What follows belongs to an exercise in optimizing a design on an open flow for small area; a production flow would make more cautious choices.
Where RTL was checked, it was by simulation tests only, not by an equivalence proof against the original.
Power figures rest on the tool's default switching activity, not on a simulated workload.

==> flow/design.v (excerpt) <==
module sequencer(
    input  logic CLK100MHZ,
    input  logic rst,
    input  logic BTNU, BTND, BTNL, BTNR, BTNC, CPU_RESETN,
    input  logic SW15,SW14,SW13,SW12,SW11,SW10,SW9,SW8,SW7,SW6,SW5,SW4,SW3,SW2,SW1,SW0,
    output logic [15:0] LED,
    output logic LED16_R,
    output logic LED17_R, LED17_G, LED17_B,
    output logic [7:0] AN,
    output logic DP,CG,CF,CE,CD,CC,CB,CA,
    output logic AUD_PWM,
    output logic AUD_SD
);
Size in the first run: ~1,700 cells after synthesis, about 270 flip-flops, ~62 I/O pins, about 13,000 um2 of cells after synthesis.
==> flow/config.mk <==
export PLATFORM = sky130hd
export DESIGN_NAME = sequencer
export DESIGN_NICKNAME = sequencer
export VERILOG_FILES = /design/flow/design.v
export SDC_FILE = /design/flow/constraint.sdc
export NUM_CORES = 4
export LEC_CHECK = 0
export ABC_AREA = 1
export CAP_MARGIN = 20
export CORE_AREA = 10 10 190 190
export CTS_BUF_LIST = sky130_fd_sc_hd__clkbuf_8
export CTS_CLUSTER_DIAMETER = 60
export CTS_CLUSTER_SIZE = 15
export DIE_AREA = 0 0 200 200
export SLEW_MARGIN = 20
==> flow/constraint.sdc <==
create_clock -name core_clock -period 10.0 [get_ports {CLK100MHZ}]
set_input_delay 2.0000 -clock core_clock [delete_from_list [all_inputs] [get_ports {CLK100MHZ}]]
set_output_delay 2.0000 -clock core_clock [all_outputs]
set_load 0.01 [all_outputs]
standard.sh (not shown) runs the stock make flow with config.mk's settings and CLKGATE_MAP_FILE= SYNTH_SCRIPT=/design/flow/synth_recipe.tcl, a recipe that flattens the netlist after the stock synthesis.
==> flow/flow/run.sh <==
#!/bin/bash
# Own layout flow: the standard flow (standard.sh, which runs the standard synthesis and
# ORFS's make targets) with two changes:
# - the port buffers are sky130_fd_sc_hd__buf_1 (buffer_ports would pick a larger cell);
# - clock tree synthesis uses the standard arguments, clkbuf_8 buffers, clusters of at most
#   15 sinks, and no dummy loads.
# Everything else (floorplan, power grid, placement, routing) is the standard flow.
set -euo pipefail
bash standard.sh \
  "BUFFER_PORTS_ARGS=-buffer_cell sky130_fd_sc_hd__buf_1" \
  "CTS_ARGS=-sink_clustering_enable -repair_clock_nets -dont_use_dummy_load -sink_clustering_size 15 -sink_clustering_max_diameter 60 -buf_list sky130_fd_sc_hd__clkbuf_8" \
  finish > make_finish.log 2>&1
Rerun with:
--- a/flow/design.v
+++ b/flow/design.v
@@ -357,18 +357,20 @@
     playState <= RESET ? STOP : playStateNext;
     if (CENTER) playStateNext <= ~playState;
     LED16_R <= playState;
   end
 end
 wire playing = (playState == PLAY);
 localparam logic [11:0] TEMPO_LAST = 12'd105;     
+localparam logic [11:0] TEMPO_2    = 12'd2;       
 localparam logic [12:0] BLINK_LAST = 13'd5664;    
 logic [11:0] tempoCnt;
 logic [12:0] blinkCnt;
 wire tempoTick  = (tempoCnt == TEMPO_LAST);
+wire tempoTick3 = (tempoCnt == TEMPO_2);    
 wire blinkTick  = (blinkCnt == BLINK_LAST);
 always_ff @(posedge CLK100MHZ) begin
   if (reset || tempoTick) tempoCnt <= 12'd0;
   else tempoCnt <= {tempoCnt[10:0], ~(tempoCnt[11] ^ tempoCnt[5] ^ tempoCnt[3] ^ tempoCnt[0])};
   if (reset || blinkTick) blinkCnt <= 13'd0;
   else blinkCnt <= {blinkCnt[11:0], ~(blinkCnt[12] ^ blinkCnt[2])};
 end
@@ -545,36 +547,44 @@
   else if (c == 4'd8) fccwOf = 19'd7500;
   else if (c == 4'd9) fccwOf = 19'd7946;
   else if (c == 4'd10) fccwOf = 19'd8418;
   else if (c == 4'd11) fccwOf = 19'd8919;
   else if (c == 4'd15) fccwOf = 19'd514724;
 endfunction
 logic [3:0] fcode;       
-always_ff @(posedge CLK100MHZ)
-  if (rst) fcode <= 4'd14;
-  else if (tempoTick)
-    fcode <= LED[4'd15 - audioStepState] ? ((audNote < 5'd12) ? audNote[3:0] : 4'd12) : 4'd15;
+logic [3:0] fcodeLag;    
+always_ff @(posedge CLK100MHZ) begin
+  if (rst) begin
+    fcode    <= 4'd14;
+    fcodeLag <= 4'd14;
+  end
+  else begin
+    if (tempoTick)
+      fcode <= LED[4'd15 - audioStepState] ? ((audNote < 5'd12) ? audNote[3:0] : 4'd12) : 4'd15;
+    if (tempoTick3)
+      fcodeLag <= fcode;
+  end
+end
 wire soundOn = ~(fcode[3] & fcode[2] & fcode[1]);
 logic [18:0] phaseLo;
 logic [10:0] phaseHi;
-logic [3:0] phaseCy;
+logic phaseCy;
 wire [18:0] phaseLoSum;
 wire [10:0] phaseHiSum;
 wire phaseLoCo;
-fa_chain #(19) u_phlo(.a(phaseLo), .b(fccwOf(fcode)), .ci(1'b0), .s(phaseLoSum), .co(phaseLoCo));
-ha_chain #(11) u_phhi(.a(phaseHi), .ci(phaseCy[3]), .s(phaseHiSum), .co());
+fa_chain #(19) u_phlo(.a(phaseLo), .b(fccwOf(fcodeLag)), .ci(1'b0), .s(phaseLoSum), .co(phaseLoCo));
+ha_chain #(11) u_phhi(.a(phaseHi), .ci(phaseCy), .s(phaseHiSum), .co());
 always_ff @(posedge CLK100MHZ) begin
+  phaseCy <= phaseLoCo;
   if (reset) begin
     phaseLo <= 19'd0;
-    phaseCy <= 4'd0;
     phaseHi <= 11'd0;
   end
   else begin
     phaseLo <= phaseLoSum;
-    phaseCy <= {phaseCy[2:0], phaseLoCo};
     phaseHi <= phaseHiSum;
   end
 end
 logic [2:0] sigDly, enDly;
 always_ff @(posedge CLK100MHZ) begin
   sigDly <= {sigDly[1:0], sigArr[audioStepState]};
   enDly  <= {enDly[1] , enDly[0] & ~reset, soundOn & playing};
=>
- The new run passed the timing, design-rule and antenna checks
- clock-buffer cell count grows by 1
- die area stays the same
- routed wire length is higher by 4.3%
- flip-flop and latch count grows by 1
- cell area came out higher by 1.5%


Setup of lane 1:
Another version of the RTL of sequencer (not shown whole).
For scale: roughly 1,200 cells after synthesis, about 62 I/O pins, roughly 12,000 µm² of cells after synthesis.
Design sequencer, start of the top module:
module sequencer(
    input  logic CLK100MHZ,
    input  logic rst,
    input  logic BTNU, BTND, BTNL, BTNR, BTNC, CPU_RESETN,
    input  logic SW15,SW14,SW13,SW12,SW11,SW10,SW9,SW8,SW7,SW6,SW5,SW4,SW3,SW2,SW1,SW0,
    output logic [15:0] LED,
    output logic LED16_R,
    output logic LED17_R, LED17_G, LED17_B,
    output logic [7:0] AN,
    output logic DP,CG,CF,CE,CD,CC,CB,CA,
    output logic AUD_PWM,
    output logic AUD_SD
);
clock: 10.0 ns
lec_check: 0
abc_area: 1
cap_margin: 20
core_area: 8 8 157 157
die_area: 0 0 165 165
slew_margin: 20
==> flow/flow/run.sh <==
#!/bin/bash
# Own layout flow: the standard flow (standard.sh: the standard synthesis script and ORFS's
# make targets) with three changes:
# - ABC maps the combinational logic for area (resyn2 twice, &deepsyn, &dch -f, &nf) instead of ORFS's
#   area script (dch; map -B 0.9; buffer).  It runs after the flip-flops are mapped, so the registers,
#   their names and cells are the standard synthesis's.
# - the port buffers are sky130_fd_sc_hd__buf_1 (buffer_ports would pick a larger cell);
# - clock tree synthesis uses the standard arguments, clkbuf_8 buffers, clusters of at most
#   15 sinks, and no dummy loads.
# Every tool's output goes to the ORFS logs under orfs/logs and to make_finish.log here.
set -euo pipefail
work=$(pwd)
rm -rf "$work/scripts_local"
cp -r "$FLOW_HOME/scripts" "$work/scripts_local"
cat > "$work/scripts_local/abc_area.script" <<'ABC'
strash
balance; rewrite; refactor; balance; rewrite; rewrite -z; balance; refactor -z; rewrite -z; balance
balance; rewrite; refactor; balance; rewrite; rewrite -z; balance; refactor -z; rewrite -z; balance
&get -n
&deepsyn -T 30
&dch -f
&nf -R 1000
&put
topo
ABC
bash standard.sh \
  "SCRIPTS_DIR=$work/scripts_local" \
  "BUFFER_PORTS_ARGS=-buffer_cell sky130_fd_sc_hd__buf_1" \
  "CTS_ARGS=-sink_clustering_enable -repair_clock_nets -dont_use_dummy_load -sink_clustering_size 15 -sink_clustering_max_diameter 60 -buf_list sky130_fd_sc_hd__clkbuf_8" \
  finish > make_finish.log 2>&1
### lane 1 -> lane 2
-- flow/design.v --
<<< lane 1, line 382
logic [2:0] menuHorizontalState;
logic [1:0] menuVerticalState;
wire inValue = (menuVerticalState == SETTING_VALUE);
logic [4:0] curNote;      
>>> lane 2, line 382
logic [2:0] menuHorizontalState;
logic [1:0] menuVerticalState;
logic [15:0] sigArr;      
wire inValue = (menuVerticalState == SETTING_VALUE);
logic [4:0] curNote;      
<<< lane 1, line 438
  end
end
logic [4:0] ring [0:15];
logic [15:0] sring;       
logic curNoteValid;
logic ringClr;
>>> lane 2, line 439
  end
end
genvar gs;
generate
  for (gs = 0; gs < 16; gs = gs + 1) begin : g_step
    always_ff @(posedge CLK100MHZ)
      if (rst) sigArr[gs] <= gs[0];
      else if (sigTgl && (4'd15 - menuStepState) == gs) sigArr[gs] <= ~sigArr[gs];
  end
endgenerate
logic [4:0] ring [0:15];
logic curNoteValid;
logic ringClr;
<<< lane 1, line 453
  for (int k = 0; k < 15; k = k + 1) ring[k] <= ring[k+1];
  ring[15] <= ringIn;
  sring <= {sIn, sring[15:1]};
end
logic sigW, sigWValid, sigM, sigA, sigN, hitAq;
wire [3:0] stepW = ~menuStepState;                  
wire hitW = (ringStep == stepW);
wire sOut = ringClr ? ringStep[0] : sring[0];       
wire ownW = hitW & sigWValid;
wire sigWNext = sigW ^ sigTgl;
wire sIn = ownW ? sigWNext : sOut;
wire [3:0] audioStepP1;
ha_chain #(4) u_astep1(.a(audioStepState), .ci(1'b1), .s(audioStepP1), .co());
wire tglA = sigTgl & (stepW == audioStepState);
wire tglN = sigTgl & (stepW == audioStepP1);
wire stepAdvance = tempoTick & playing;
always_ff @(posedge CLK100MHZ) begin
  hitAq <= hitA;           
  if (rst) begin
    sigW      <= 1'b1;     
    sigWValid <= 1'b1;
    sigM      <= 1'b0;     
    sigA      <= 1'b0;     
    sigN      <= 1'b1;     
  end
  else begin
    if (sigTgl) sigW <= sigWNext;
    else if (hitW & ~sigWValid) sigW <= sOut;
    if (stepMove) sigWValid <= 1'b0;
    else if (hitW) sigWValid <= 1'b1;
    if (hitM) sigM <= sOut;
    if (stepAdvance) sigA <= sigN ^ tglN;
    else sigA <= sigA ^ tglA;
    if (hitAq) sigN <= sIn;
    else sigN <= sigN ^ tglN;
  end
end
always_ff @(posedge CLK100MHZ) begin
>>> lane 2, line 461
  for (int k = 0; k < 15; k = k + 1) ring[k] <= ring[k+1];
  ring[15] <= ringIn;
end
always_ff @(posedge CLK100MHZ) begin
<<< lane 1, line 527
        end
        else if (menuHorizontalState == SIGNAL)
          dispLo <= sigM ? 5'd14 : 5'd13;
      end
    endcase
>>> lane 2, line 501
        end
        else if (menuHorizontalState == SIGNAL)
          dispLo <= sigArr[menuStepState] ? 5'd14 : 5'd13;
      end
    endcase
<<< lane 1, line 603
logic [2:0] sigDly, enDly;
always_ff @(posedge CLK100MHZ) begin
  sigDly <= {sigDly[1:0], sigA};
  enDly  <= {enDly[1] , enDly[0] & ~reset, soundOn & playing};
end
>>> lane 2, line 577
logic [2:0] sigDly, enDly;
always_ff @(posedge CLK100MHZ) begin
  sigDly <= {sigDly[1:0], sigArr[audioStepState]};
  enDly  <= {enDly[1] , enDly[0] & ~reset, soundOn & playing};
end
--- outcome ---
- Of lane 1 and lane 2, the run reporting the lower synthesized cell count was lane 1.
- Compared to lane 1, lane 2 has synthesized area 1.9% higher.
- [compare] base=lane 1 new=lane 2: maximum number of pins on one net before global-route repair shows a reduction of about 1.4%; count of port buffers added during placement shows no meaningful change.
- Side by side, post-layout minimum cycle time turned out lower in lane 2 than in lane 1.
- Lane 2: final worst setup slack is 0.025 ns higher than what lane 1 reported.
- Diff lane 1 -> lane 2 | worst supply voltage drop on vdd | up by more than 10%
- Internal power ended up 0.038 mW lower on lane 2 than on lane 1.
- [compare] base=lane 1 new=lane 2: maximum frequency from static timing analysis shows no meaningful change; core utilization of the finished layout ~0 delta; number of flip-flops and latches in the synthesized netlist saw a decrease.
No functional check of the RTL was part of lane 1.

## afterwards: timing with drivers on the ports
Ports are ideal in the flow. The routed layouts listed here were re-timed in OpenROAD. Step 1 (the two cells are an assumption about what drives the block):
set clk [get_ports {CLK100MHZ}]
set_driving_cell -lib_cell sky130_fd_sc_hd__clkbuf_16 $clk
set_driving_cell -lib_cell sky130_fd_sc_hd__buf_2 [delete_from_list [all_inputs] $clk]
Step 2 moves the port delays by t, midway between the first and last clock arrival at a register: inputs arrive t later, outputs are due t later. That takes back most of the time a late clock gives input paths. Slacks: ideal ports / drivers / drivers and shift; pairs: ideal ports / drivers.
run | t, ns | slack for setup (ns) | worst setup path at the end | worst slew at a driven data input, ns | cell pins on the clock port's net
the first run of note 1 | 0.581 | 0.650 / 0.650 / 0.650 | register to register | 0.04 | 1
the second run of note 1 | 0.571 | 0.728 / 0.728 / 0.728 | register to register | 0.04 | 1
lane 1 | 0.548 | 0.617 / 0.617 / 0.617 | register to register | 0.04 | 1
lane 2 | 0.564 | 0.642 / 0.642 / 0.642 | register to register | 0.04 | 1
After both steps setup and hold are still met in every run listed.
